This design comes from an exercise in tuning for small area, a short achievable clock period and few clock cycles on the open sky130 flow, not from production work. Where RTL was checked, it was by simulation tests only, not by an equivalence proof against the original. Only the layout flow was run in runs 1, 2 and 5; the RTL was not checked for function there.

--- flow/design.v ---
`timescale 1ns / 1ps
module EUCLIDs_GCD #(parameter N = 32)(
    input [N-1:0] a,
    input [N-1:0] b,
    input clk,
    input rst,
    input start,
    output [N-1:0] out,
    output reg done
);
    localparam W = N + 1;
    reg [N-1:0] u;
    reg [W-1:0] v;
    reg [4:0] k;
    reg run, fin;
    assign out = u;
    wire sv    = v[W-1];
    wire ue    = ~u[0];
    wire ve    = ~v[0];
    wire strip = ue & ve;            
    wire swp0  = ue & ~ve;           
    wire [W-1:0] x  = swp0 ? {W{1'b0}} : v;
    wire [W-1:0] ye = ve ? {W{1'b1}} : sv ? {1'b0, u[N-1:1], 1'b0} : ~{1'b0, u};
    wire [W-1:0] p = x ^ ye;
    wire [W-1:0] g = x & ye;
    localparam L = $clog2(N);
    wire [N-1:0] gl [0:L];
    wire [N-1:0] pl [0:L];
    assign gl[0] = g[N-1:0];
    assign pl[0] = p[N-1:0];
    genvar lv, i;
    generate for (lv = 0; lv < L; lv = lv + 1) begin : lvl
        for (i = 0; i < N; i = i + 1) begin : bt
            if ((i >> lv) & 1) begin : op
                assign gl[lv+1][i] = gl[lv][i] | (pl[lv][i] & gl[lv][((i >> lv) << lv) - 1]);
                assign pl[lv+1][i] = pl[lv][i] & pl[lv][((i >> lv) << lv) - 1];
            end else begin : pass
                assign gl[lv+1][i] = gl[lv][i];
                assign pl[lv+1][i] = pl[lv][i];
            end
        end
    end endgenerate
    wire [N-1:0] G = gl[L];
    wire [N-1:0] P = pl[L];
    wire [W-1:0] c = {G | P, 1'b1};      
    wire [W-1:0] w = p ^ c;
    wire term = P[N-1] & p[N] & ~swp0;
    wire swap = (w[W-1] ^ sv) | swp0;
    wire s1 = strip | ~p[1];
    wire s2 = ~s1 & ~p[2];
    wire s3 = ~s1 & p[2] & ~p[3];
    wire s4 = ~s1 & p[2] & p[3];
    wire [W-1:0] vn = ({W{s1}} & {{1{w[W-1]}}, w[W-1:1]}) | ({W{s2}} & {{2{w[W-1]}}, w[W-1:2]}) |
                      ({W{s3}} & {{3{w[W-1]}}, w[W-1:3]}) | ({W{s4}} & {{4{w[W-1]}}, w[W-1:4]});
    wire [N-1:0] va = {v[N-1:1] ^ {(N-1){sv}}, 1'b1};
    wire fin_now = (run & term) | fin;
    wire k_low = (k[4:1] == 4'd0);
    always @(posedge clk or posedge rst) begin
        if (rst) begin
            run  <= 1'b0;
            fin  <= 1'b0;
            done <= 1'b0;
        end else begin
            done <= 1'b0;
            if (fin_now) begin
                run <= 1'b0;
                fin <= ~k_low;
                done <= k_low;
            end else if (!run) begin
                run <= start;
            end
        end
    end
    always @(posedge clk) begin
        v <= (run | fin) ? vn : {1'b0, b};
        if (fin_now) begin
            if (k != 5'd0) begin
                u <= {u[N-2:0], 1'b0};
                k <= k - 5'd1;
            end
        end else if (run) begin
            if (swap)
                u <= va;
            else if (strip)
                u <= {1'b0, u[N-1:1]};
            if (strip)
                k <= k + 5'd1;
        end else begin
            u <= a;
            k <= 5'd0;
        end
    end
endmodule
--- flow/run.sh ---
#!/bin/bash
# synth_recipe.tcl (not shown) runs the flow's synth.tcl, then flattens the netlist and writes it again
# the make line also repeats each setting of config.mk as NAME=value (left out here)
make -C /OpenROAD-flow-scripts/flow DESIGN_CONFIG=/design/flow/config.mk WORK_HOME=/design/flow/orfs CLKGATE_MAP_FILE= SYNTH_SCRIPT=/design/flow/synth_recipe.tcl finish
--- flow/config.mk ---
export PLATFORM = sky130hd
export DESIGN_NAME = EUCLIDs_GCD
export DESIGN_NICKNAME = EUCLIDs_GCD
export VERILOG_FILES = /design/flow/design.v
export SDC_FILE = /design/flow/constraint.sdc
export NUM_CORES = 4
export LEC_CHECK = 0
export CAP_MARGIN = 20
export CORE_MARGIN = 2
export CORE_UTILIZATION = 40
export SETUP_SLACK_MARGIN = 2.0
export SLEW_MARGIN = 20
--- flow/constraint.sdc ---
create_clock -name core_clock -period 6.0 [get_ports {clk}]
set_input_delay 1.2000 -clock core_clock [delete_from_list [all_inputs] [get_ports {clk}]]
set_output_delay 1.2000 -clock core_clock [all_outputs]
set_load 0.01 [all_outputs]
==> key figures, run 1 <==
Outcome
  • Status: no timing/DRC/antenna violations

Global routing
  • Remaining global-route overflow: 0
  • Largest net degree at the start of global routing: 45
  • Met1 Use GR: 40.18%
  • Met2 usage: 37.48%
  • First-pass GRT wire length: ~37,000 um
  • Global routing usage on met3: 5.088%
  • Initial antenna violation count: 0
  • Vias in the first global route: about 6,600
  • GR peak layer: met1
  • GRT Total Usage: around a quarter

Setup path
  • Max incr delay on CP: 0.48 ns
  • CP endpoint kind: register
  • Crit path launch type: register
  • Worst path cell trace: buf_4 > nand2b_4 > and2_1 > ha_1 > nand4_1 > nor3b_4 > a32o_2 > nor2_1 > a221o_1 > a2111oi_4 > a22oi_1 > a31oi_2
  • WP data required: 6.25 ns
  • Setup CP Type: register to register
  • Arr. time, crit path: 4.12 ns
  • Crit path max fanout: 16
  • Critical-path top delay cell: a2111oi_4

Synthesis
  • Main flop type after synthesis: edfxtp_1
  • Most common cell in the netlist: o21ai_0
  • Post-Syn Area per Cell: 7.488 um2
  • Area leader, netlist: edfxtp_1
  • Async S/R FF share, synth: 4.110%
  • Top-area cell type share of the netlist area: 16.09%
  • Yosys reg bits: 73
  • Synth area leaders: edfxtp_1 16%, dfxtp_1 9.6%, xor2_1 8.9%
  • Synth unique cells: 66
  • Post-Syn Instances: 922
  • EDFF count, synth: 37
  • Sequential share of the synthesized area: between 20% and 30%
  • Syn. warnings: 1
  • Post-synthesis net count: 1,025
  • Commonest cells in the netlist: 117 x o21ai_0, 108 x nor2_1, 83 x nand2_1
  • Post-Syn Area: just under 7000 um2

STA
  • Slew Limit Headroom: roughly 42%
  • Max-slew violation count: 0
  • Fmax: roughly 0.26 GHz
  • Period utilization: 64.61%
  • Unrepaired setup endpoints after global routing: true
  • Worst Slack Setup Final: 2.123 ns
  • Final setup violation count: 0
  • Skew final: 0.01398 ns
  • Fin Setup TNS: 0 ns
  • Final Hold Viols: 0
  • Minimum clock period: 3.877 ns
  • Least-Margin Pin Slew: 0.8694 ns

Clock tree
  • CTS tree: yes
  • CTS sink count: 73
  • Clk buf depth: 2
  • H-tree depth: 3
  • Skew-Pair Late Insertion Delay: between 0.3 and 0.4 ns
  • Total CTS buffers: 9
  • Clock edge transition at the registers on the reported setup and hold paths: about 0.060 ns
  • CTS root buffer: clkbuf_16

Floorplan
  • # rows: 48
  • Ports: 100
  • Die Height: 135.4 um
  • Die area: 18,330 um2
  • Core footprint: 17,060 um2
  • Starting Density: about two fifths
  • Die width: 135.4 um

Detailed routing
  • Drc violations: 0
  • Total wire length: 24,140 um
  • WL/cell: 19.64 um
  • Initial drt markers: 656
  • 1st-pass router iterations: 5
  • Routed Antenna Nets: 0
  • Vias: 7,136
  • Via-to-Cell Ratio: 5.806

Cells and area
  • Layout cells sized above 1: 10.36%
  • Nets: 1,102
  • Fillers: 1,749
  • Layout area overhead: 28.11%
  • ANT cells: 0

Place
  • PortBufs: 99
  • Final HPWL from detailed placement: ~17,000 um
  • Dpl ws: 1.332 ns
  • GPL Wtd Cong: 0.9149

Hold path
  • Hold crit path type: register to register

Flow run
  • Max-cap viol count: 0
metrics by stage:
| step | std cells | hold slack (ns) | instance area (um2) | util [%] |
|---|---|---|---|---|
| final | 1229 | 0.6039 | 8845 | 51.86 |
| after global routing | 1229 | 0.6514 | 8845 | 51.86 |
| after CTS | 1219 | 0.6031 | 8666 | 50.81 |
| after global placement | 1198 | 0.5830 | 8282 | 48.55 |
| after floorplan | 922 | 0.5388 | 7259 | - |
| after detailed placement | 1198 | 0.5992 | 8282 | 48.55 |
layer usage:
| metal | part of all wire, % | vias to the layer above |
|---|---|---|
| li1 | - | 3457 |
| met2 | 42 | 297 |
| met1 | 49 | 3364 |
| met5 | 0 | - |
| met3 | 7.6 | 18 |
| met4 | 1.0 | 0 |
registers in the layout, indices dropped and copies added, names as in the netlist:
| name | cells |
|---|---|
| fin | 1 |
| k | 5 |
| u | 32 |
| v | 33 |
| run | 1 |
| done | 1 |
layout make-up:
class	instances	area (um2)	area share, %
tap	225	281.5	3.183
multi-input combinational	742	4997	56.50
timing repair buffer	125	1239	14.00
inverter	48	180.2	2.037
clock buffer	10	229.0	2.589
sequential	73	1851	20.92
clock inverter	6	67.56	0.7639
critical path, delay by kind of cell (launching register included):
family          cells  cell delay, ns
compound gates      5            1.59
buf+inv             1            0.20
simple gates        5            1.20
flops               1            0.47
fa+ha+maj           1            0.31
path summary, 6_finish.rpt:
check                      start     to  slack (ns)  cells past startpoint
max                         u[0]  v[25]        2.12                     12
min                         k[1]    fin        0.60                      2
max reg2reg                 u[0]  v[25]        2.12                     12
min reg2reg                 k[1]    fin        0.60                      2
max in group asynchronous    rst   done        4.86                      2
min in group asynchronous    rst    fin        1.02                      2
timing repair:
action                     in CTS  in global routing
resized for setup               9                 15
setup endpoints to repair      84                 54
hold buffers                    0                  0
setup buffers                   4                  9
pin swaps                       0                  1
cloned                          1                  1
logic make-up after synthesis:
family | Yosys count | share of synthesized area [%]
AO/OA/AOI/OAI | 324 | 29.52
XOR/XNOR | 85 | 10.78
adder cells (fa/ha/maj) | 36 | 6.524
buffers and inverters | 109 | 6.488
flip-flops | 73 | 26.75
multiplexers | 5 | 0.7611
AND/OR/NAND/NOR | 290 | 19.17
placed cells by master, fill, tap and decap left out, types with 6 or more instances in the layout:
| cell | n |
|---|---|
| nor3_1 | 14 |
| nand2_1 | 83 |
| clkdlybuf4s50_1 | 99 |
| buf_4 | 20 |
| and2_4 | 7 |
| dfxtp_1 | 32 |
| a21o_1 | 8 |
| clkbuf_16 | 9 |
| a221o_1 | 6 |
| a211oi_1 | 7 |
| nor2_1 | 108 |
| ha_4 | 10 |
| ha_1 | 25 |
| a21oi_1 | 55 |
| xnor2_1 | 15 |
| a31oi_1 | 11 |
| inv_1 | 48 |
| a221oi_1 | 14 |
| xor2_1 | 70 |
| o21ai_0 | 115 |
| o211ai_1 | 6 |
| o21ai_1 | 31 |
| and2_1 | 31 |
| a22oi_1 | 8 |
| edfxtp_1 | 37 |
==> run 2: changes to the inputs <==
--- a/flow/design.v
+++ b/flow/design.v
@@ -50,6 +50,5 @@
     wire s2 = ~s1 & ~p[2];
-    wire s3 = ~s1 & p[2] & ~p[3];
-    wire s4 = ~s1 & p[2] & p[3];
+    wire s3 = ~s1 & p[2];
     wire [W-1:0] vn = ({W{s1}} & {{1{w[W-1]}}, w[W-1:1]}) | ({W{s2}} & {{2{w[W-1]}}, w[W-1:2]}) |
-                      ({W{s3}} & {{3{w[W-1]}}, w[W-1:3]}) | ({W{s4}} & {{4{w[W-1]}}, w[W-1:4]});
+                      ({W{s3}} & {{3{w[W-1]}}, w[W-1:3]});
     wire [N-1:0] va = {v[N-1:1] ^ {(N-1){sv}}, 1'b1};
==> key figures, run 2 <==
Outcome
  • Status: no timing/DRC/antenna violations

STA
  • Fmax: 0.2624 GHz
  • Period utilization: 63.51%
  • Final Hold Viols: 0
  • Fin Setup TNS: 0 ns
  • Max-slew violation count: 0
  • Minimum clock period: 3.811 ns
  • Unrepaired setup endpoints after global routing: false
  • Least-Margin Pin Slew: 0.8759 ns
  • Worst Slack Setup Final: 2.189 ns
  • Skew final: 0.01397 ns
  • Final setup violation count: 0
  • Slew Limit Headroom: 41.39%

Synthesis
  • Async S/R FF share, synth: 4.110%
  • Main flop type after synthesis: edfxtp_1
  • EDFF count, synth: 37
  • Commonest cells in the netlist: 103 x a21oi_1, 76 x nand2_1, 76 x nor2_1
  • Sequential share of the synthesized area: between 20% and 30%
  • Top-area cell type share of the netlist area: approximately 17%
  • Post-Syn Instances: 861
  • Syn. warnings: 1
  • Post-Syn Area: between 6000 and 7000 um2
  • Most common cell in the netlist: a21oi_1
  • Synth unique cells: 68
  • Post-Syn Area per Cell: 7.728 um2
  • Yosys reg bits: 73
  • Post-synthesis net count: 964
  • Synth area leaders: edfxtp_1 17%, dfxtp_1 9.9%, a21oi_1 7.7%
  • Area leader, netlist: edfxtp_1

Detailed routing
  • 1st-pass router iterations: 5
  • Total wire length: 22,140 um
  • Initial drt markers: 540
  • WL/cell: 18.97 um
  • Drc violations: 0
  • Vias: 6,822
  • Via-to-Cell Ratio: 5.846
  • Routed Antenna Nets: 0

Clock tree
  • Clock edge transition at the registers on the reported setup and hold paths: approximately 0.060 ns
  • CTS sink count: 73
  • Skew-Pair Late Insertion Delay: 0.35 ns
  • H-tree depth: 3
  • Total CTS buffers: 9
  • CTS tree: yes
  • # hold bufs at CTS: 0
  • CTS root buffer: clkbuf_16
  • Clk buf depth: 2

Cells and area
  • Nets: between 1,000 and 1,500
  • Layout area overhead: 26.49%
  • Finished Cell Area: approximately 8400 um2
  • Final non-filler cell total: between 1,000 and 1,500
  • Commonest cells after routing, fill and taps aside: 102 x a21oi_1, 99 x clkdlybuf4s50_1, 75 x nand2_1, 73 x nor2_1, 66 x o21ai_0
  • Most common cell after layout, fill and taps aside: a21oi_1
  • ANT cells: 0
  • Largest register FFs: 33
  • Most flops, register: v
  • Layout cells sized above 1: 8.131%
  • Biggest regs: v: 33 flops, u: 32 flops, k: 5 flops
  • Fillers: 1,594

Floorplan
  • Die width: 133.0 um
  • Die area: 17,680 um2
  • Core footprint: 16,410 um2
  • # rows: 47
  • Starting Density: 40.56%
  • Die Height: 133.0 um
  • Ports: 100

Setup path
  • WP data required: about 6.2 ns
  • Arr. time, crit path: 4.00 ns
  • Crit path max fanout: 45
  • Crit path launch type: register
  • CP endpoint kind: register
  • Setup CP Type: register to register

Global routing
  • Vias in the first global route: roughly 6,400
  • Initial antenna violation count: 0
  • First-pass GRT wire length: 34,760 um
  • Largest net degree at the start of global routing: 46
  • Remaining global-route overflow: 0
  • GRT Total Usage: 24.73%

Place
  • GPL Wtd Cong: 0.9030
  • Cell Area, Placed: 7868 um2
  • Placed cells: 1,137
  • Dpl ws: between 0.9 and 1 ns
  • PortBufs: 99
  • Final HPWL from detailed placement: 15,050 um

Hold path
  • Hold crit path type: register to register

Flow run
  • Max-cap viol count: 0
-- run 2: critical path, stage by stage (launching register included) --
cell,delay (ns)
dfxtp_1,0.47
buf_8,0.32
nand2_1,0.10
ha_1,0.38
and2_1,0.20
a311o_2,0.45
a21oi_4,0.27
o211ai_4,0.15
o21a_4,0.26
a211oi_4,0.27
buf_4,0.43
o31ai_1,0.12
o21ai_0,0.21
-- run 2: cell families after synthesis --
family | count (synthesis) | synth area share, %
xor+xnor | 56 | 7.371
buf+inv | 81 | 5.077
simple gates | 289 | 21.25
flops | 73 | 27.75
mux | 11 | 1.655
compound gates | 315 | 30.12
fa+ha+maj | 36 | 6.769
-- run 2: cell type report --
class / instances / area, um2 / area share [%]
Multi-Input combinational cell: 707 / 4644 / 55.18
Sequential cell: 73 / 1851 / 21.99
Timing Repair Buffer: 129 / 1251 / 14.87
Tap cell: 220 / 275.3 / 3.270
Clock buffer: 10 / 229.0 / 2.720
Clock inverter: 6 / 83.83 / 0.9960
Inverter: 22 / 82.58 / 0.9811
-- run 2: metrics by stage --
step	utilization [%]	hold slack, ns
global route	51.30	0.6793
CTS	50.29	0.6262
global placement	47.95	0.6005
floorplan	-	0.5492
finish	51.30	0.6279
detailed placement	47.95	0.6120
-- run 2: path summary, 6_finish.rpt --
kind	slack, ns	cells after the start	endpoint	startpoint
setup / recovery	2.19	12	u[8]	v[0]
setup reg to reg	2.19	12	u[8]	v[0]
max in group asynchronous	4.83	2	fin	rst
hold / removal	0.63	2	u[27]	v[27]
hold reg to reg	0.63	2	u[27]	v[27]
min in group asynchronous	1.04	2	run	rst
-- run 2: timing repair --
action	4_1_cts	5_1_grt
pin swaps	1	6
setup endpoints to repair	86	66
gates resized for setup	9	12
buffers inserted	3	11
-- run 2: per-layer routing --
metal	wire length (um)	share of wire (%)	vias up	global-route usage, %
li1	-	-	3337	-
met1	10310	47	3214	33.68
met2	10370	47	244	41.13
met3	1095	4.9	27	3.027
met4	363	1.6	0	7.407
met5	0	0	-	0
==> run 3: changes to the inputs <==
--- a/flow/design.v
+++ b/flow/design.v
@@ -25,3 +25,3 @@
     wire [W-1:0] g = x & ye;
-    localparam L = $clog2(N);
+    localparam L = 5;                    
     wire [N-1:0] gl [0:L];
==> key figures, run 3 <==
Outcome
  • Status: no timing/DRC/antenna violations

STA
  • Unrepaired setup endpoints after global routing: false
  • Skew final: 0.01397 ns
  • Period utilization: 63.51%
  • Fmax: 0.2624 GHz
  • Slew Limit Headroom: 41.39%
  • Fin Setup TNS: 0 ns
  • Worst Slack Setup Final: 2.189 ns
  • Hold WS: 0.6279 ns
  • Max-slew violation count: 0
  • Final Hold Viols: 0
  • Least-Margin Pin Slew: between 0.8 and 0.9 ns
  • Final setup violation count: 0
  • Minimum clock period: 3.811 ns

Detailed routing
  • Via-to-Cell Ratio: 5.846
  • 1st-pass router iterations: 5
  • Drc violations: 0
  • Vias: ~6,800
  • Routed Antenna Nets: 0
  • WL/cell: 18.97 um
  • Initial drt markers: 540
  • Total wire length: between 20,000 and 25,000 um

Floorplan
  • Die area: 17,680 um2
  • Starting Density: 40.56%
  • Ports: 100
  • Core footprint: 16,410 um2
  • Die Height: 133.0 um
  • Die width: 133.0 um
  • # rows: 47

Synthesis
  • Mux contribution to synthesized area: 1.655%
  • Synth Area in Adders: under 10%
  • Synth area leaders: edfxtp_1 17%, dfxtp_1 9.9%, a21oi_1 7.7%
  • Post-Syn Area per Cell: 7.728 um2
  • Post-Syn Area: 6654 um2
  • Most common cell in the netlist: a21oi_1
  • Area leader, netlist: edfxtp_1
  • Synth unique cells: between 60 and 70
  • Post-Synth Simple-Gate Area: 21.25%
  • Syn. warnings: 1
  • EDFF count, synth: 37
  • Largest family of logic cells by synthesized area: compound AO/OA/AOI/OAI gates
  • Post-synthesis net count: 964
  • Post-Syn Instances: about 860
  • Async S/R FF share, synth: under 10%
  • Main flop type after synthesis: edfxtp_1
  • Commonest cells in the netlist: 103 x a21oi_1, 76 x nand2_1, 76 x nor2_1
  • Sequential share of the synthesized area: about 28%
  • Yosys reg bits: 73
  • Post-synthesis compound-gate area fraction: 30.12%
  • Top-area cell type share of the netlist area: between 10% and 20%
  • Synth Area in XOR/XNOR: 7.371%

Place
  • PortBufs: 99
  • Dpl ws: 0.9686 ns
  • Final HPWL from detailed placement: approximately 15,000 um
  • GPL Wtd Cong: 0.9030
  • Cell Area, Placed: 7868 um2
  • Placed cells: roughly 1,100

Cells and area
  • Biggest regs: v: 33 flops, u: 32 flops, k: 5 flops
  • Fillers: 1,594
  • Nets: 1,045
  • Commonest cells after routing, fill and taps aside: 102 x a21oi_1, 99 x clkdlybuf4s50_1, 75 x nand2_1, 73 x nor2_1, 66 x o21ai_0
  • Most flops, register: v
  • Final non-filler cell total: ~1,200
  • Finished Cell Area: 8417 um2
  • Layout area overhead: 26.49%
  • Largest register FFs: 33
  • ANT cells: 0
  • Most common cell after layout, fill and taps aside: a21oi_1
  • Layout cells sized above 1: 8.131%

Flow run
  • Max-cap viol count: 0

Clock tree
  • # hold bufs at CTS: 0
  • CTS sink count: 73
  • CTS root buffer: clkbuf_16
  • CTS tree: yes
  • Clock edge transition at the registers on the reported setup and hold paths: 0.06 ns
  • Skew-Pair Late Insertion Delay: 0.35 ns
  • Clk buf depth: 2
  • H-tree depth: 3
  • Total CTS buffers: 9

Setup path
  • Crit path launch type: register
  • Crit path buf inv count: 2
  • Crit path max fanout: 45
  • WP data required: 6.19 ns
  • Worst path cell trace: buf_8 > nand2_1 > ha_1 > and2_1 > a311o_2 > a21oi_4 > o211ai_4 > o21a_4 > a211oi_4 > buf_4 > o31ai_1 > o21ai_0
  • Max incr delay on CP: 0.47 ns
  • CP endpoint kind: register
  • Critical-path top delay cell: dfxtp_1
  • Delay-heaviest family, CP: compound AO/OA/AOI/OAI gates
  • Arr. time, crit path: 4.00 ns
  • Setup CP Type: register to register

Global routing
  • Vias in the first global route: 6,387
  • Initial antenna violation count: 0
  • Largest net degree at the start of global routing: 46
  • GRT Total Usage: between 20% and 30%
  • Remaining global-route overflow: 0
  • First-pass GRT wire length: approximately 35,000 um

Hold path
  • Hold crit path type: register to register
[run 3: cell counts after synthesis]
No cell type changed its count.
[run 3: kinds of logic after synthesis]
kind of cell	Yosys count
AOI/OAI and AO/OA	315
muxes	11
DFF	73
buffers and inverters	81
and+or+nand+nor	289
xor gates and xnor gates	56
adders and majority gates	36
[run 3: worst paths after layout]
check / from / to / slack [ns] / cells after the start
setup / recovery: v[0] / u[8] / 2.19 / 12
hold / removal: v[27] / u[27] / 0.63 / 2
setup reg to reg: v[0] / u[8] / 2.19 / 12
hold reg to reg: v[27] / u[27] / 0.63 / 2
max in group asynchronous: rst / fin / 4.83 / 2
min in group asynchronous: rst / run / 1.04 / 2
[run 3: area by class of cell]
class                           count  area [um2]  area share, %
Multi-Input combinational cell    707        4644          55.18
Sequential cell                    73        1851          21.99
Timing Repair Buffer              129        1251          14.87
Tap cell                          220       275.3          3.270
Clock buffer                       10       229.0          2.720
Clock inverter                      6       83.83         0.9960
Inverter                           22       82.58         0.9811
[run 3: what timing repair did]
item / CTS / global route
pin swaps: 1 / 6
buffers inserted: 3 / 11
endpoints found under the hold margin: 0 / 0
endpoints found under the setup margin: 86 / 66
resized for setup: 9 / 12
[run 3: through the flow]
step | utilization [%]
after floorplan | -
after global placement | 47.95
after detailed placement | 47.95
after CTS | 50.29
after global routing | 51.30
final | 51.30
[run 3: layer usage]
metal | routed length [um] | track usage, % | vias to the layer above
met5 | 0 | 0 | -
met3 | 1095 | 3.027 | 27
met1 | 10310 | 33.68 | 3214
met4 | 363 | 7.407 | 0
met2 | 10370 | 41.13 | 244
li1 | - | - | 3337
[run 3: worst min-delay path, stage by stage (launching register included)]
cell	delay [ns]
dfxtp_1	0.34
a21oi_1	0.07
o21ai_1	0.11
Testbench counts of run 3, summed over its fixed seeds: cycles 43,190.
==> run 4: changes to the inputs <==
==> flow/flow/run.sh (new file) <==
#!/bin/bash
set -euo pipefail
export BUFFER_PORTS_ARGS="-buffer_cell sky130_fd_sc_hd__buf_1"
bash standard.sh finish > standard.log 2>&1
==> flow/standard.sh (new file) <==
#!/bin/bash
# synth_recipe.tcl (not shown) runs the flow's synth.tcl, then flattens the netlist and writes it again
# the make line also repeats each setting of config.mk as NAME=value (left out here)
make -C /OpenROAD-flow-scripts/flow DESIGN_CONFIG=/design/flow/config.mk WORK_HOME=/design/flow/orfs CLKGATE_MAP_FILE= SYNTH_SCRIPT=/design/flow/synth_recipe.tcl "${@:-finish}"
removed: flow/run.sh
==> key figures, run 4 <==
Synthesis
  • Post-Syn Area: 6654 um2
  • Yosys reg bits: 73
  • Post-synthesis net count: 964
  • Post-Syn Instances: 861
  • Main flop type after synthesis: edfxtp_1
  • Commonest cells in the netlist: 103 x a21oi_1, 76 x nand2_1, 76 x nor2_1
  • Synth area leaders: edfxtp_1 17%, dfxtp_1 9.9%, a21oi_1 7.7%
  • EDFF count, synth: 37
  • Most common cell in the netlist: a21oi_1
  • Sequential share of the synthesized area: 27.75%
  • Synth unique cells: 68
  • Area leader, netlist: edfxtp_1
  • Post-Syn Area per Cell: 7.728 um2
  • Async S/R FF share, synth: 4.110%
  • Syn. warnings: 1
  • Top-area cell type share of the netlist area: between 10% and 20%

STA
  • Fmax: 0.2637 GHz
  • Least-Margin Pin Slew: 0.7994 ns
  • Minimum clock period: approximately 3.8 ns
  • Slew Limit Headroom: a little under half
  • Final Hold Viols: 0
  • Max-slew violation count: 0
  • Unrepaired setup endpoints after global routing: false
  • Skew final: 0.009569 ns
  • Final setup violation count: 0
  • Period utilization: about 63%
  • Fin Setup TNS: 0 ns

Cells and area
  • FF/Latch Area: 1851 um2
  • ANT cells: 0
  • Fillers: roughly 1,700
  • Area of the multi-input gates: 4602 um2
  • Most common cell after layout, fill and taps aside: a21oi_1
  • Biggest regs: v: 33 flops, u: 32 flops, k: 5 flops
  • Nets: about 1,000
  • Most flops, register: v
  • Largest register FFs: 33
  • Layout cells sized above 1: 8.114%
  • Commonest cells after routing, fill and taps aside: 103 x a21oi_1, 99 x buf_1, 75 x nand2_1, 73 x nor2_1, 65 x o21ai_0
  • Layout area overhead: 17.13%
  • Final Core Density: 47.50%

Clock tree
  • H-tree depth: 3
  • CTS sink count: 73
  • CTS root buffer: clkbuf_16
  • Clock edge transition at the registers on the reported setup and hold paths: 0.07 ns
  • Skew-Pair Late Insertion Delay: roughly 0.35 ns
  • Clk buf depth: 2
  • # hold bufs at CTS: 0
  • Total CTS buffers: 9
  • CTS tree: yes

Detailed routing
  • Total wire length: about 22,000 um
  • Vias: 6,881
  • 1st-pass router iterations: 5
  • Initial drt markers: ~620
  • Routed Antenna Nets: 0
  • Via-to-Cell Ratio: 5.886
  • Drc violations: 0
  • WL/cell: 18.93 um

Setup path
  • Max incr delay on CP: 0.44 ns
  • Setup CP Type: register to register
  • Delay-heaviest family, CP: compound AO/OA/AOI/OAI gates
  • FF-to-FF End: u[7]
  • Reg2Reg Setup Slack: 2.21 ns
  • Crit path max fanout: 32
  • Worst path cell trace: inv_2 > nand2_4 > and2_1 > ha_1 > and2_1 > a311o_2 > a21oi_4 > o211ai_4 > o21a_4 > a221o_2 > buf_4 > a21oi_1 > o21ai_0
  • Crit path launch type: register
  • CP endpoint kind: register
  • Crit Reg-Reg Startpoint: u[0]
  • WP data required: between 6 and 7 ns
  • Arr. time, crit path: 3.88 ns
  • Critical-path top delay cell: a311o_2
  • R2R cell count: 13
  • Most common cell on crit path: and2_1
  • Crit path buf inv count: 2

Flow run
  • Max-cap viol count: 0

Floorplan
  • # rows: 47
  • Die width: 133.0 um
  • Die area: 17,680 um2
  • Starting Density: 40.56%
  • Die Height: between 100 and 150 um
  • Ports: 100
  • Core footprint: 16,410 um2

Place
  • GPL Wtd Cong: about 0.9
  • PortBufs: 99
  • Final HPWL from detailed placement: ~15,000 um

Global routing
  • Largest net degree at the start of global routing: 46
  • GRT Total Usage: 25.12%
  • Initial antenna violation count: 0
  • Vias in the first global route: 6,509
  • First-pass GRT wire length: 35,020 um
  • Remaining global-route overflow: 0

Hold path
  • Hold path endpoint: u[28]
  • Worst hold stages: 2
  • Hold crit path type: register to register
  • Min-delay src: v[28]

Outcome
  • Status: no timing/DRC/antenna violations
==> run 4: changes by cell type in the layout (fill, tap and decap cells not counted), sizes merged <==
cell,delta
buf,+101
clkdlybuf4s50,-99
clkinv,+1
clkinvlp,-1
==> run 4: cell families (layout without fill, tap and decap cells) <==
logic type      after synthesis  after routing  synth area share, %
simple gates                289            289                21.25
flops                        73             73                27.75
mux                          11             11                1.655
buf+inv                      81            169                5.077
compound gates              315            315                30.12
xor+xnor                     56             56                7.371
fa+ha+maj                    36             36                6.769
==> run 4: repair_timing <==
| action | CTS | global route |
|---|---|---|
| gates resized for setup | 11 | 7 |
| endpoints found under the setup margin | 72 | 64 |
| setup buffers | 6 | 8 |
| pin swaps | 3 | 7 |
==> run 4: layout make-up <==
type	count	area share [%]
inverter	22	1.060
sequential	73	23.74
clock buffer	10	3.066
multi-input combinational	707	59.05
clock inverter	6	1.044
timing repair buffer	131	8.509
tap	220	3.532
==> run 4: per-layer routing <==
metal	vias up	global-route usage, %	part of all wire [%]
met2	253	40.79	47
met5	-	0	0
met1	3242	33.86	45
met4	0	10.33	2.4
met3	35	3.142	6.0
li1	3351	-	-
==> run 4: through the flow <==
stage	hold WS [ns]	instance area, um2	std cells	worst slack [ns]
detailed placement	0.6089	7276	1139	1.255
floorplan	0.5492	6763	861	2.014
CTS	0.6264	7697	1161	2.138
finish	0.6200	7794	1169	2.207
global placement	0.6011	7276	1139	1.381
global route	0.6383	7794	1169	2.008
==> run 4: worst max path at each step <==
stage / end / cells after the start / start / slack (ns)
global route: u[10] / 13 / u[0] / 2.01
finish: u[7] / 13 / u[0] / 2.21
floorplan: u[0] / 16 / u[0] / 2.01
detailed placement: u[7] / 13 / v[32] / 1.26
global placement: u[3] / 13 / v[32] / 1.38
CTS: u[10] / 12 / v[0] / 2.14
==> run 4: worst min-delay path: stages (launching register included) <==
cell and delay [ns]:
dfxtp_1 0.34, a21oi_1 0.07, o21ai_1 0.10
==> run 5: changes to the inputs <==
--- a/flow/design.v
+++ b/flow/design.v
@@ -16,16 +16,15 @@
     assign out = u;
+    reg ue, ve;
     wire sv    = v[W-1];
-    wire ue    = ~u[0];
-    wire ve    = ~v[0];
     wire strip = ue & ve;            
     wire swp0  = ue & ~ve;           
-    wire [W-1:0] x  = swp0 ? {W{1'b0}} : v;
-    wire [W-1:0] ye = ve ? {W{1'b1}} : sv ? {1'b0, u[N-1:1], 1'b0} : ~{1'b0, u};
-    wire [W-1:0] p = x ^ ye;
-    wire [W-1:0] g = x & ye;
-    localparam L = 5;                    
+    wire [W-1:1] x  = swp0 ? {N{1'b0}} : v[W-1:1];
+    wire [W-1:1] ye = ve ? {N{1'b1}} : sv ? {1'b0, u[N-1:1]} : ~{1'b0, u[N-1:1]};
+    wire [N-1:0] p = x ^ ye;         
+    wire [N-1:0] g = x & ye;
+    localparam L = 5;                
     wire [N-1:0] gl [0:L];
     wire [N-1:0] pl [0:L];
-    assign gl[0] = g[N-1:0];
-    assign pl[0] = p[N-1:0];
+    assign gl[0] = g;
+    assign pl[0] = p;
     genvar lv, i;
@@ -44,11 +43,13 @@
     wire [N-1:0] P = pl[L];
-    wire [W-1:0] c = {G | P, 1'b1};      
-    wire [W-1:0] w = p ^ c;
-    wire term = P[N-1] & p[N] & ~swp0;
+    wire [N-1:0] c = {G[N-2:0] | P[N-2:0], 1'b1};    
+    wire [W-1:1] w = p ^ c;                          
+    wire term = P[N-1] & ~swp0;
     wire swap = (w[W-1] ^ sv) | swp0;
-    wire s1 = strip | ~p[1];
-    wire s2 = ~s1 & ~p[2];
-    wire s3 = ~s1 & p[2];
+    wire s1 = strip | ~p[0];
+    wire s2 = ~s1 & ~p[1];
+    wire s3 = ~s1 & p[1] & ~p[2];
+    wire s4 = ~s1 & p[1] & p[2];
     wire [W-1:0] vn = ({W{s1}} & {{1{w[W-1]}}, w[W-1:1]}) | ({W{s2}} & {{2{w[W-1]}}, w[W-1:2]}) |
-                      ({W{s3}} & {{3{w[W-1]}}, w[W-1:3]});
+                      ({W{s3}} & {{3{w[W-1]}}, w[W-1:3]}) | ({W{s4}} & {{4{w[W-1]}}, w[W-1:4]});
+    wire vn0 = strip ? ~p[0] : ~(p[0] & p[1] & p[2] & p[3]);
     wire [N-1:0] va = {v[N-1:1] ^ {(N-1){sv}}, 1'b1};
@@ -74,2 +75,3 @@
         v <= (run | fin) ? vn : {1'b0, b};
+        ve <= (run | fin) ? ~vn0 : ~b[0];
         if (fin_now) begin
@@ -80,6 +82,9 @@
         end else if (run) begin
-            if (swap)
+            if (swap) begin
                 u <= va;
-            else if (strip)
+                ue <= 1'b0;
+            end else if (strip) begin
                 u <= {1'b0, u[N-1:1]};
+                ue <= ~u[1];
+            end
             if (strip)
@@ -88,2 +93,3 @@
             u <= a;
+            ue <= ~a[0];
             k <= 5'd0;
==> flow/run.sh (new file) <==
#!/bin/bash
# synth_recipe.tcl (not shown) runs the flow's synth.tcl, then flattens the netlist and writes it again
# the make line also repeats each setting of config.mk as NAME=value (left out here)
make -C /OpenROAD-flow-scripts/flow DESIGN_CONFIG=/design/flow/config.mk WORK_HOME=/design/flow/orfs CLKGATE_MAP_FILE= SYNTH_SCRIPT=/design/flow/synth_recipe.tcl finish
removed: flow/flow/run.sh
removed: flow/standard.sh
==> key figures, run 5 <==
Floorplan
  • Die area: 21,660 um2
  • Die width: 147.2 um
  • Die Height: 147.2 um
  • Core footprint: 20,170 um2
  • Ports: 100
  • Starting Density: 40.66%
  • # rows: 52

Outcome
  • Status: no timing/DRC/antenna violations

Synthesis
  • Synth Area in XOR/XNOR: 6.301%
  • Top-area cell type share of the netlist area: 13.92%
  • Synth Area in Adders: 5.340%
  • Area leader, netlist: edfxtp_1
  • Yosys reg bits: 74
  • Syn. warnings: 1
  • Largest family of logic cells by synthesized area: compound AO/OA/AOI/OAI gates
  • Sequential share of the synthesized area: a little under a quarter
  • Post-Syn Instances: 1,087
  • Main flop type after synthesis: edfxtp_1
  • Post-Syn Area: 8200 um2
  • Post-synthesis net count: 1,189
  • Commonest cells in the netlist: 115 x o21ai_0, 90 x nor2_1, 79 x a21oi_1
  • Most common cell in the netlist: o21ai_0
  • Mux contribution to synthesized area: 1.388%
  • EDFF count, synth: 38
  • Post-synthesis compound-gate area fraction: 35.92%
  • Post-Syn Area per Cell: 7.544 um2
  • Synth unique cells: 86
  • Synth area leaders: edfxtp_1 14%, dfxtp_1 8.1%, o21ai_0 7.0%
  • Async S/R FF share, synth: 4.054%
  • Post-Synth Simple-Gate Area: between 20% and 30%

Setup path
  • Most common cell on crit path: buf_4
  • Crit path buf inv count: 2
  • Crit path max fanout: 36
  • CP endpoint kind: register
  • Setup CP Type: register to register
  • Worst path cell trace: buf_4 > xor2_1 > nand2b_1 > ha_1 > nand4_2 > nor4_4 > a41oi_4 > and2_1 > buf_4 > and4b_1 > o21ai_0 > o211ai_1
  • Crit path launch type: register
  • Critical-path top delay cell: dfxtp_4
  • WP data required: 6.10 ns
  • Delay-heaviest family, CP: simple AND/OR/NAND/NOR gates
  • Arr. time, crit path: about 4.0 ns
  • Max incr delay on CP: 0.46 ns

Place
  • Placed cells: 1,388
  • Final HPWL from detailed placement: roughly 19,000 um
  • GPL Wtd Cong: just over 0.9
  • Cell Area, Placed: 9368 um2
  • PortBufs: 99

STA
  • Fin Setup TNS: 0 ns
  • Minimum clock period: a little under 4 ns
  • Fmax: 0.2585 GHz
  • Hold WS: 0.5919 ns
  • Slew Limit Headroom: between 20 and 30%
  • Least-Margin Pin Slew: around 1.1 ns
  • Final setup violation count: 0
  • Final Hold Viols: 0
  • Max-slew violation count: 0
  • Skew final: 0.005632 ns
  • Unrepaired setup endpoints after global routing: false
  • Period utilization: between 60% and 70%

Global routing
  • GRT Total Usage: 25.34%
  • Vias in the first global route: roughly 7,600
  • Largest net degree at the start of global routing: 76
  • Remaining global-route overflow: 0
  • Initial antenna violation count: 0
  • First-pass GRT wire length: 43,900 um

Detailed routing
  • Via-to-Cell Ratio: ~6.0
  • Drc violations: 0
  • Routed Antenna Nets: 0
  • Total wire length: roughly 28,000 um
  • Initial drt markers: just under 900
  • WL/cell: ~20 um
  • Vias: 8,499
  • 1st-pass router iterations: 5

Cells and area
  • Area of the multi-input gates: between 5000 and 6000 um2
  • Fillers: 2,003
  • Nets: between 1,000 and 1,500
  • Most common cell after layout, fill and taps aside: o21ai_0
  • Final non-filler cell total: 1,428
  • Layout area overhead: 21.59%
  • Layout cells sized above 1: 9.154%
  • Finished Cell Area: 9971 um2
  • FF/Latch Area: 1882 um2
  • Commonest cells after routing, fill and taps aside: 115 x o21ai_0, 99 x clkdlybuf4s50_1, 86 x nor2_1, 78 x inv_1, 77 x a21oi_1
  • Biggest regs: u: 32 flops, v: 32 flops, k: 5 flops
  • ANT cells: 0

Clock tree
  • Clk buf depth: 2
  • CTS sink count: 74
  • Skew-Pair Late Insertion Delay: 0.36 ns
  • H-tree depth: 3
  • CTS root buffer: clkbuf_16
  • CTS tree: yes
  • Clock edge transition at the registers on the reported setup and hold paths: 0.07 ns
  • Total CTS buffers: 9

Hold path
  • Hold crit path type: register to register

Flow run
  • Max-cap viol count: 0
## run 5: changes by cell type after synthesis, sizes merged, moves of 11 or more
cell / change
nor2: +14
o211ai: +30
inv: +56
o22a: +36
a221oi: +14
o2bb2ai: +30
a21oi: -25
buf: +11
clkbuf: +16
nand3: +12
nand2b: +34
and3: -34
o21ai: +43
## run 5: logic make-up (layout without fill, tap and decap cells)
family | after synthesis | in the layout
AND/OR/NAND/NOR | 321 | 322
flip-flops | 74 | 74
XOR/XNOR | 59 | 59
AO/OA/AOI/OAI | 423 | 424
adder cells (fa/ha/maj) | 35 | 35
buffers and inverters | 164 | 233
multiplexers | 11 | 11
## run 5: worst paths after layout
check	from	end	slack, ns	cells after the start
worst max-delay path	v[32]	u[31]	2.13	12
worst min-delay path	k[1]	done	0.59	1
max in group asynchronous	rst	done	4.84	2
worst min register to register	k[1]	done	0.59	1
min in group asynchronous	rst	run	1.02	2
worst max register to register	v[32]	u[31]	2.13	12
## run 5: repair_timing
item	CTS	global route
hold buffers	0	0
endpoints found under the setup margin	83	80
cloned	2	1
gates resized for setup	12	11
pin swaps	4	2
setup buffers	13	8
## run 5: cell type report
cell class / count / share of cell area (%)
tap: 270 / 3.388
sequential: 74 / 18.87
clock inverter: 6 / 0.4141
timing repair buffer: 139 / 13.80
clock buffer: 10 / 2.397
inverter: 78 / 2.936
multi-input combinational: 851 / 58.19
## run 5: layer usage
layer / part of all wire, % / vias to the layer above / GRT usage, %
li1: - / 4110 / -
met2: 42 / 344 / 35.49
met1: 49 / 4009 / 40.06
met4: 1.8 / 0 / 6.490
met5: 0 / - / 0
met3: 7.3 / 36 / 3.696
## run 5: through the flow
stage | worst slack [ns] | utilization [%]
after floorplan | 2.012 | -
after global placement | 1.222 | 46.45
after detailed placement | 1.168 | 46.45
after CTS | 2.018 | 48.77
after global routing | 1.965 | 49.44
final | 2.132 | 49.44
## run 5: worst register-to-register path: cells and delay by family, from the launching register on
family,cells,cell delay [ns]
xor+xnor,1,0.20
compound gates,3,0.57
fa+ha+maj,1,0.41
simple gates,5,1.40
buf+inv,2,0.59
flops,1,0.46
==> run 6: changes to the inputs <==
--- a/flow/design.v
+++ b/flow/design.v
@@ -16,3 +16,4 @@
     assign out = u;
-    reg ue, ve;
+    wire ue    = ~u[0];
+    wire ve    = ~v[0];
     wire sv    = v[W-1];
@@ -75,3 +76,2 @@
         v <= (run | fin) ? vn : {1'b0, b};
-        ve <= (run | fin) ? ~vn0 : ~b[0];
         if (fin_now) begin
@@ -84,6 +84,4 @@
                 u <= va;
-                ue <= 1'b0;
             end else if (strip) begin
                 u <= {1'b0, u[N-1:1]};
-                ue <= ~u[1];
             end
@@ -93,3 +91,2 @@
             u <= a;
-            ue <= ~a[0];
             k <= 5'd0;
==> key figures, run 6 <==
Outcome
  • Status: no timing/DRC/antenna violations

Synthesis
  • Post-Syn Instances: 804
  • Syn. warnings: 1
  • Post-Syn Area: 6549 um2
  • Yosys reg bits: 73
  • Top-area cell type share of the netlist area: 16.97%
  • Synth area leaders: edfxtp_1 17%, dfxtp_1 10%, xor2_1 9.4%
  • Async S/R FF share, synth: 4.110%
  • Area leader, netlist: edfxtp_1
  • Commonest cells in the netlist: 75 x a21oi_1, 75 x nand2_1, 71 x nor2_1
  • Synth unique cells: 62
  • Post-Syn Area per Cell: 8.145 um2
  • Sequential share of the synthesized area: 28.20%
  • Post-synthesis net count: 906
  • Main flop type after synthesis: edfxtp_1
  • EDFF count, synth: 37

Floorplan
  • Die area: between 15,000 and 20,000 um2
  • Die width: 132.0 um
  • # rows: 46
  • Die Height: 132.0 um
  • Starting Density: 41.08%
  • Ports: 100
  • Core footprint: 15,940 um2

Setup path
  • Max incr delay on CP: 0.50 ns
  • Crit path max fanout: 31
  • Crit path buf inv count: 1
  • Delay-heaviest family, CP: compound AO/OA/AOI/OAI gates
  • Worst path cell trace: nand2b_4 > and2_1 > ha_2 > o21ai_0 > a22oi_2 > a22o_1 > o21ai_2 > and4_4 > nor3_4 > buf_4 > a21oi_4
  • WP data required: 5.98 ns
  • Setup CP Type: register to register
  • Arr. time, crit path: 3.83 ns
  • CP endpoint kind: register
  • Critical-path top delay cell: edfxtp_1
  • Crit path launch type: register

Clock tree
  • CTS tree: yes
  • CTS root buffer: clkbuf_16
  • Total CTS buffers: 9
  • H-tree depth: 3
  • CTS sink count: 73
  • Clk buf depth: 2
  • Skew-Pair Late Insertion Delay: 0.35 ns
  • # hold bufs at CTS: 0
  • Clock edge transition at the registers on the reported setup and hold paths: approximately 0.060 ns

Cells and area
  • Nets: 983
  • Layout cells sized above 1: 6.433%
  • Biggest regs: v: 33 flops, u: 32 flops, k: 5 flops
  • Largest register FFs: 33
  • Commonest cells after routing, fill and taps aside: 99 x clkdlybuf4s50_1, 75 x nand2_1, 72 x a21oi_1, 70 x nor2_1, 70 x xor2_1
  • Final non-filler cell total: ~1,100
  • Final Core Density: 51.11%
  • Most flops, register: v
  • ANT cells: 0
  • Layout area overhead: 24.42%
  • Most common cell after layout, fill and taps aside: clkdlybuf4s50_1
  • Fillers: 1,579

STA
  • Fmax: 0.2596 GHz
  • Skew final: 0.008120 ns
  • Final Hold Viols: 0
  • Slew Limit Headroom: 32.77%
  • Max-slew violation count: 0
  • Least-Margin Pin Slew: 1.006 ns
  • Period utilization: 64.20%
  • Final setup violation count: 0
  • Minimum clock period: 3.852 ns
  • Unrepaired setup endpoints after global routing: true
  • Fin Setup TNS: 0 ns

Global routing
  • First-pass GRT wire length: 33,330 um
  • Vias in the first global route: between 6,000 and 7,000
  • Initial antenna violation count: 0
  • GRT Total Usage: roughly a quarter
  • Largest net degree at the start of global routing: 68
  • Remaining global-route overflow: 0

Place
  • GPL Wtd Cong: 0.8941
  • PortBufs: between 90 and 100
  • Final HPWL from detailed placement: ~15,000 um
  • Placed cells: about 1,100

Detailed routing
  • 1st-pass router iterations: 5
  • Initial drt markers: 595
  • Routed Antenna Nets: 0
  • Via-to-Cell Ratio: 5.749
  • WL/cell: 18.76 um
  • Vias: 6,335
  • Total wire length: ~21,000 um
  • Drc violations: 0

Flow run
  • Max-cap viol count: 0

Hold path
  • Hold crit path type: register to register
[run 6: cell families (layout without fill, tap and decap cells)]
| logic type | after synthesis | in the layout | synth area share, % |
|---|---|---|---|
| muxes | 37 | 37 | 5.655 |
| and+or+nand+nor | 263 | 263 | 20.14 |
| DFF | 73 | 73 | 28.20 |
| adders and majority gates | 35 | 35 | 6.687 |
| AOI/OAI and AO/OA | 239 | 240 | 23.33 |
| xor gates and xnor gates | 86 | 86 | 11.50 |
| buffers and inverters | 71 | 152 | 4.490 |
[run 6: area by class of cell]
class	count	area, um2	area share (%)
clock inverter	7	47.55	0.5835
multi-input combinational	661	4504	55.28
sequential	73	1851	22.71
tap	216	270.3	3.317
timing repair buffer	117	1179	14.47
inverter	19	71.32	0.8753
clock buffer	9	225.2	2.764
[run 6: layer usage]
metal	up-vias	part of all wire (%)	track usage (%)
li1	3077	-	-
met1	3004	49	35.97
met2	230	42	34.29
met3	24	6.7	3.614
met4	0	1.5	6.824
met5	-	0	0
[run 6: path summary, 6_finish.rpt]
check,start,endpoint,slack (ns),cells after the start
setup / recovery,u[0],u[26],2.15,11
hold / removal,k[0],k[0],0.63,1
setup reg to reg,u[0],u[26],2.15,11
hold reg to reg,k[0],k[0],0.63,1
max in group asynchronous,rst,done,4.84,2
min in group asynchronous,rst,fin,1.03,2
[run 6: per-stage QoR]
stage / setup slack (ns) / area (um2) / hold WS (ns)
floorplan: 2.009 / 6566 / 0.5796
global placement: 1.377 / 7685 / 0.6051
detailed placement: 1.182 / 7685 / 0.6186
CTS: 2.010 / 8033 / 0.6278
global route: 1.974 / 8148 / 0.6709
finish: 2.148 / 8148 / 0.6257
[run 6: timing repair]
| action | in CTS | in global routing |
|---|---|---|
| cloned | 1 | 0 |
| setup endpoints to repair | 100 | 87 |
| resized for setup | 12 | 6 |
| buffers inserted | 1 | 7 |
| pin swaps | 1 | 2 |
Testbench counts of run 6, summed over its fixed seeds: cycles 40,805.
==> run 7: changes to the inputs <==
==> flow/flow/run.sh (new file) <==
#!/bin/bash
set -euo pipefail
export BUFFER_PORTS_ARGS="-buffer_cell sky130_fd_sc_hd__buf_1"
bash standard.sh finish > standard.log 2>&1
==> flow/standard.sh (new file) <==
#!/bin/bash
# synth_recipe.tcl (not shown) runs the flow's synth.tcl, then flattens the netlist and writes it again
# the make line also repeats each setting of config.mk as NAME=value (left out here)
make -C /OpenROAD-flow-scripts/flow DESIGN_CONFIG=/design/flow/config.mk WORK_HOME=/design/flow/orfs CLKGATE_MAP_FILE= SYNTH_SCRIPT=/design/flow/synth_recipe.tcl "${@:-finish}"
--- a/flow/config.mk
+++ b/flow/config.mk
@@ -10,3 +10,3 @@
 export CORE_UTILIZATION = 40
-export SETUP_SLACK_MARGIN = 2.0
+export SETUP_SLACK_MARGIN = 1.5
 export SLEW_MARGIN = 20
removed: flow/run.sh
==> key figures, run 7 <==
Synthesis
  • Largest family of logic cells by synthesized area: compound AO/OA/AOI/OAI gates
  • Mux contribution to synthesized area: 5.655%
  • Post-Syn Area: 6549 um2
  • Synth area leaders: edfxtp_1 17%, dfxtp_1 10%, xor2_1 9.4%
  • Synth unique cells: 62
  • Sequential share of the synthesized area: 28.20%
  • Synth Area in XOR/XNOR: between 10% and 20%
  • Post-Syn Instances: ~800
  • Post-synthesis net count: 906
  • Post-Synth Simple-Gate Area: 20.14%
  • Async S/R FF share, synth: 4.110%
  • Post-synthesis compound-gate area fraction: 23.33%
  • Post-Syn Area per Cell: approximately 8.1 um2
  • Commonest cells in the netlist: 75 x a21oi_1, 75 x nand2_1, 71 x nor2_1
  • Area leader, netlist: edfxtp_1
  • Yosys reg bits: 73
  • Top-area cell type share of the netlist area: between 10% and 20%
  • EDFF count, synth: 37
  • Syn. warnings: 1
  • Synth Area in Adders: 6.687%
  • Main flop type after synthesis: edfxtp_1

Place
  • Dpl ws: 1.226 ns
  • GPL Wtd Cong: 0.9286
  • PortBufs: 99
  • Cell Area, Placed: 7088 um2
  • Final HPWL from detailed placement: about 15,000 um

Cells and area
  • Finished Cell Area: 7476 um2
  • Nets: a little under 1,000
  • Commonest cells after routing, fill and taps aside: 99 x buf_1, 75 x nand2_1, 74 x a21oi_1, 70 x nor2_1, 70 x xor2_1
  • ANT cells: 0
  • Most flops, register: v
  • Layout area overhead: 14.16%
  • Most common cell after layout, fill and taps aside: buf_1
  • Biggest regs: v: 33 flops, u: 32 flops, k: 5 flops
  • Fillers: 1,625
  • Layout cells sized above 1: 5.102%
  • Largest register FFs: 33
  • Final Core Density: around 47%

Clock tree
  • Total CTS buffers: 9
  • CTS tree: yes
  • Skew-Pair Late Insertion Delay: 0.35 ns
  • CTS root buffer: clkbuf_16
  • H-tree depth: 3
  • Clk buf depth: 2
  • CTS sink count: 73
  • Clock edge transition at the registers on the reported setup and hold paths: ~0.06 ns

Setup path
  • Crit path launch type: register
  • Critical-path top delay cell: dfxtp_4
  • Crit path max fanout: 35
  • CP endpoint kind: register
  • Arr. time, crit path: 4.09 ns
  • Max incr delay on CP: 0.63 ns
  • Worst path cell trace: buf_4 > xor2_1 > nand2_1 > ha_1 > nand4_1 > nor3_2 > and3_1 > a21oi_1 > nand2_1 > buf_4 > nor2_1 > a21oi_4
  • Setup CP Type: register to register
  • WP data required: 5.99 ns

STA
  • Unrepaired setup endpoints after global routing: false
  • Max-slew violation count: 0
  • Skew final: ~0.0060 ns
  • Fmax: 0.2443 GHz
  • Final Hold Viols: 0
  • Slew Limit Headroom: between 50% and 60%
  • Minimum clock period: 4.093 ns
  • Period utilization: 68.21%
  • Least-Margin Pin Slew: about 0.72 ns
  • Worst Slack Setup Final: 1.907 ns
  • Fin Setup TNS: 0 ns
  • Final setup violation count: 0

Flow run
  • Max-cap viol count: 0

Floorplan
  • Die Height: roughly 130 um
  • Die area: 17,410 um2
  • Core footprint: between 15,000 and 20,000 um2
  • Die width: 132.0 um
  • Starting Density: approximately two fifths
  • # rows: 46
  • Ports: 100

Detailed routing
  • Total wire length: 19,630 um
  • WL/cell: 17.88 um
  • Drc violations: 0
  • Initial drt markers: 467
  • Via-to-Cell Ratio: 5.592
  • Vias: 6,140
  • 1st-pass router iterations: 4
  • Routed Antenna Nets: 0

Hold path
  • Hold crit path type: register to register

Global routing
  • Vias in the first global route: 5,654
  • Largest net degree at the start of global routing: 53
  • Remaining global-route overflow: 0
  • Initial antenna violation count: 0
  • First-pass GRT wire length: 31,150 um
  • GRT Total Usage: between 20% and 30%

Outcome
  • Status: no timing/DRC/antenna violations
## run 7: cell counts after synthesis
No cell type changed its count.
## run 7: path summary, 6_finish.rpt
check / startpoint / endpoint / slack (ns) / depth (start not counted)
max reg2reg: v[32] / u[5] / 1.91 / 12
min in group asynchronous: rst / done / 0.67 / 2
min: k[0] / k[0] / 0.64 / 1
max: v[32] / u[5] / 1.91 / 12
min reg2reg: k[0] / k[0] / 0.64 / 1
max in group asynchronous: rst / run / 5.20 / 2
## run 7: timing repair
action / 4_1_cts / 5_1_grt
setup buffers: 0 / 1
resized for setup: 1 / 5
hold buffers: 0 / 0
setup endpoints to repair: 64 / 78
gates cloned: 1 / 0
## run 7: critical path: cells and delay by family, from the launching register on
family	cells	cell delay, ns
and+or+nand+nor	6	1.18
AOI/OAI and AO/OA	2	0.76
DFF	1	0.63
buffers and inverters	2	0.61
adders and majority gates	1	0.37
xor gates and xnor gates	1	0.17
## run 7: metrics by stage
stage          std cells  hold slack (ns)
6_report            1098           0.6428
4_1_cts             1097           0.6381
3_3_place_gp        1080           0.6244
5_1_grt             1098           0.6585
2_1_floorplan        804           0.5796
3_5_place_dp        1080           0.6312
## run 7: final cells by class
cell class	count	area (um2)	share of cell area, %
flip-flops and latches	73	1851	24.75
inverters	19	71.32	0.9540
repair buffers	113	493.0	6.594
clock buffers	10	229.0	3.063
multi-input cells	661	4456	59.60
clock inverters	6	106.4	1.423
well taps	216	270.3	3.615
## run 7: cells by family (layout without fill, tap and decap cells)
family | Yosys count | after routing
multiplexers | 37 | 37
AO/OA/AOI/OAI | 239 | 240
buffers and inverters | 71 | 148
flip-flops | 73 | 73
AND/OR/NAND/NOR | 263 | 263
adder cells (fa/ha/maj) | 35 | 35
XOR/XNOR | 86 | 86
## run 7: metal layers
layer	global-route usage [%]	wire length, um	up-vias
li1	-	-	3077
met1	35.26	10410	2850
met2	30.84	7951	199
met3	3.422	1051	14
met4	5.616	217	0
met5	0	0	-
==> run 8: changes to the inputs <==
--- a/flow/config.mk
+++ b/flow/config.mk
@@ -10,3 +10,3 @@
 export CORE_UTILIZATION = 40
-export SETUP_SLACK_MARGIN = 1.5
+export SETUP_SLACK_MARGIN = 3.0
 export SLEW_MARGIN = 20
==> key figures, run 8 <==
STA
  • Skew final: 0.009007 ns
  • Period utilization: 56.04%
  • Unrepaired setup endpoints after global routing: true
  • Fmax: ~0.3 GHz
  • Max-slew violation count: 0
  • Minimum clock period: 3.362 ns
  • Least-Margin Pin Slew: roughly 0.74 ns
  • Slew Limit Headroom: 50.59%
  • Fin Setup TNS: 0 ns
  • Final Hold Viols: 0
  • Final setup violation count: 0

Clock tree
  • Clock edge transition at the registers on the reported setup and hold paths: 0.06 ns
  • CTS sink count: between 70 and 80
  • H-tree depth: 3
  • Skew-Pair Late Insertion Delay: between 0.3 and 0.4 ns
  • Total CTS buffers: 9
  • Clk buf depth: 2
  • CTS tree: yes
  • CTS root buffer: clkbuf_16

Synthesis
  • Top-area cell type share of the netlist area: 16.97%
  • Yosys reg bits: 73
  • Post-Syn Area per Cell: 8.145 um2
  • Sequential share of the synthesized area: 28.20%
  • Main flop type after synthesis: edfxtp_1
  • Async S/R FF share, synth: 4.110%
  • Syn. warnings: 1
  • Area leader, netlist: edfxtp_1
  • Post-Syn Instances: 804
  • Commonest cells in the netlist: 75 x a21oi_1, 75 x nand2_1, 71 x nor2_1
  • Synth area leaders: edfxtp_1 17%, dfxtp_1 10%, xor2_1 9.4%
  • Post-synthesis net count: 906
  • Synth unique cells: 62
  • EDFF count, synth: 37
  • Post-Syn Area: 6549 um2

Cells and area
  • Commonest cells after routing, fill and taps aside: 99 x buf_1, 78 x buf_4, 73 x nand2_1, 63 x a21oi_1, 62 x xor2_1
  • Most flops, register: v
  • Nets: 1,068
  • ANT cells: 0
  • Final non-filler cell total: 1,187
  • Most common cell after layout, fill and taps aside: buf_1
  • Layout cells sized above 1: 29.25%
  • Largest register FFs: 33
  • Fillers: 1,376
  • Biggest regs: v: 33 flops, u: 32 flops, k: 5 flops
  • Layout area overhead: 44.86%

Detailed routing
  • Routed Antenna Nets: 0
  • 1st-pass router iterations: 5
  • WL/cell: between 20 and 25 um
  • Drc violations: 0
  • Vias: ~7,000
  • Initial drt markers: 645
  • Via-to-Cell Ratio: about 5.9
  • Total wire length: 24,310 um

Floorplan
  • Die Height: 132.0 um
  • Ports: 100
  • Die area: 17,410 um2
  • # rows: 46
  • Core footprint: 15,940 um2
  • Starting Density: 41.08%
  • Die width: around 130 um

Setup path
  • Worst path cell trace: buf_6 > nand2b_4 > and2_4 > ha_4 > nand4_1 > nor3_2 > a22o_1 > o21ai_2 > and4_4 > nor3_4 > buf_6 > buf_12 > buf_16 > mux2i_2 > o21ai_1
  • Critical-path top delay cell: edfxtp_1
  • CP endpoint kind: register
  • Crit path launch type: register
  • Crit path max fanout: 8
  • Delay-heaviest family, CP: simple AND/OR/NAND/NOR gates
  • Arr. time, crit path: ~3.5 ns
  • Max incr delay on CP: 0.37 ns
  • WP data required: 6.10 ns
  • Most common cell on crit path: buf_6
  • Crit path buf inv count: 4
  • Setup CP Type: register to register

Global routing
  • Global routing usage on met3: roughly 5.3%
  • Remaining global-route overflow: 0
  • GRT Total Usage: 25.93%
  • Largest net degree at the start of global routing: 45
  • Vias in the first global route: 6,376
  • Initial antenna violation count: 0
  • Met1 Use GR: 37.59%
  • First-pass GRT wire length: ~36,000 um
  • GR peak layer: met2
  • Met2 usage: a little under 40%

Place
  • Final HPWL from detailed placement: 14,630 um
  • Placed cells: 1,077
  • PortBufs: 99
  • GPL Wtd Cong: 0.9245

Hold path
  • Hold crit path type: register to register

Flow run
  • Max-cap viol count: 0

Outcome
  • Status: no timing/DRC/antenna violations
==> run 8: logic make-up (layout without fill, tap and decap cells) <==
kind of cell | Yosys count | in the layout | share of synthesized area (%)
AOI/OAI and AO/OA | 239 | 241 | 23.33
xor gates and xnor gates | 86 | 86 | 11.50
adders and majority gates | 35 | 35 | 6.687
buffers and inverters | 71 | 233 | 4.490
DFF | 73 | 73 | 28.20
muxes | 37 | 37 | 5.655
and+or+nand+nor | 263 | 266 | 20.14
==> run 8: timing repair <==
action / in CTS / in global routing
endpoints found under the hold margin: 0 / 0
hold buffers: 0 / 0
cloned: 9 / 1
setup buffers: 47 / 37
gates resized for setup: 142 / 61
pin swaps: 68 / 51
setup endpoints to repair: 109 / 101
==> run 8: worst reg2reg max path, stage by stage (launching register included) <==
cell	delay [ns]
edfxtp_1	0.37
buf_6	0.16
nand2b_4	0.22
and2_4	0.18
ha_4	0.28
nand4_1	0.18
nor3_2	0.28
a22o_1	0.26
o21ai_2	0.10
and4_4	0.20
nor3_4	0.19
buf_6	0.16
buf_12	0.11
buf_16	0.13
mux2i_2	0.23
o21ai_1	0.08
==> run 8: path summary, 6_finish.rpt <==
| check | startpoint | end | slack [ns] | depth (start not counted) |
|---|---|---|---|---|
| worst min-delay path | k[0] | k[0] | 0.67 | 1 |
| worst max-delay path | u[0] | u[13] | 2.64 | 15 |
| worst min register to register | k[0] | k[0] | 0.67 | 1 |
| min in group asynchronous | rst | fin | 0.68 | 2 |
| max in group asynchronous | rst | run | 5.19 | 2 |
| worst max register to register | u[0] | u[13] | 2.64 | 15 |
==> run 8: layout make-up <==
cell class	count	area, um2	share of cell area [%]
inverters	19	71.32	0.7518
multi-input cells	665	5609	59.13
well taps	216	270.3	2.849
flip-flops and latches	73	1854	19.55
repair buffers	198	1376	14.51
clock inverters	5	72.57	0.7650
clock buffers	11	232.7	2.453
==> run 8: per-stage QoR <==
step / hold WS [ns] / setup slack (ns) / cell area, um2 / utilization [%]
2_1_floorplan: 0.5796 / 2.454 / 6754 / -
3_3_place_gp: 0.6055 / 1.701 / 7182 / 45.05
3_5_place_dp: 0.6056 / 1.699 / 7182 / 45.05
4_1_cts: 0.6140 / 2.779 / 8887 / 55.74
5_1_grt: 0.6905 / 2.477 / 9487 / 59.50
6_report: 0.6692 / 2.638 / 9487 / 59.50
==> run 8: routing by layer <==
metal	wire, um	share of wire, %
met1	11000	45
met4	597	2.5
met2	10750	44
met5	0	0
met3	1964	8.1

## afterwards: timing with drivers on the ports
No port has a modelled driver above. Below, the same layouts with a new extraction and two added sets of constraints. Step 1 (the two cells are an assumption about what drives the block):
set clk [get_ports {clk}]
set_driving_cell -lib_cell sky130_fd_sc_hd__clkbuf_16 $clk
set_driving_cell -lib_cell sky130_fd_sc_hd__buf_2 [delete_from_list [all_inputs] $clk]
Step 2 times the ports against the registers' clock, not the clock port: input delays grow and output delays shrink by t, the midpoint of the rising clock arrivals with the driver on. Slacks: ideal / step 1 / step 2; pairs: ideal / step 1.
| run | shift t [ns] | setup slack, ns | worst setup path at the end |
|---|---|---|---|
| run 1 | 0.393 | 2.123 / 2.123 / 2.123 | register to register |
| run 2 | 0.390 | 2.189 / 2.189 / 2.189 | register to register |
| run 3 | 0.390 | 2.189 / 2.189 / 2.189 | register to register |
| run 4 | 0.390 | 2.207 / 2.207 / 2.207 | register to register |
| run 5 | 0.401 | 2.132 / 2.132 / 2.132 | register to register |
| run 6 | 0.382 | 2.148 / 2.148 / 2.148 | register to register |
| run 7 | 0.391 | 1.907 / 1.907 / 1.907 | register to register |
| run 8 | 0.390 | 2.638 / 2.638 / 2.638 | register to register |
After both steps every run listed still meets setup and hold.
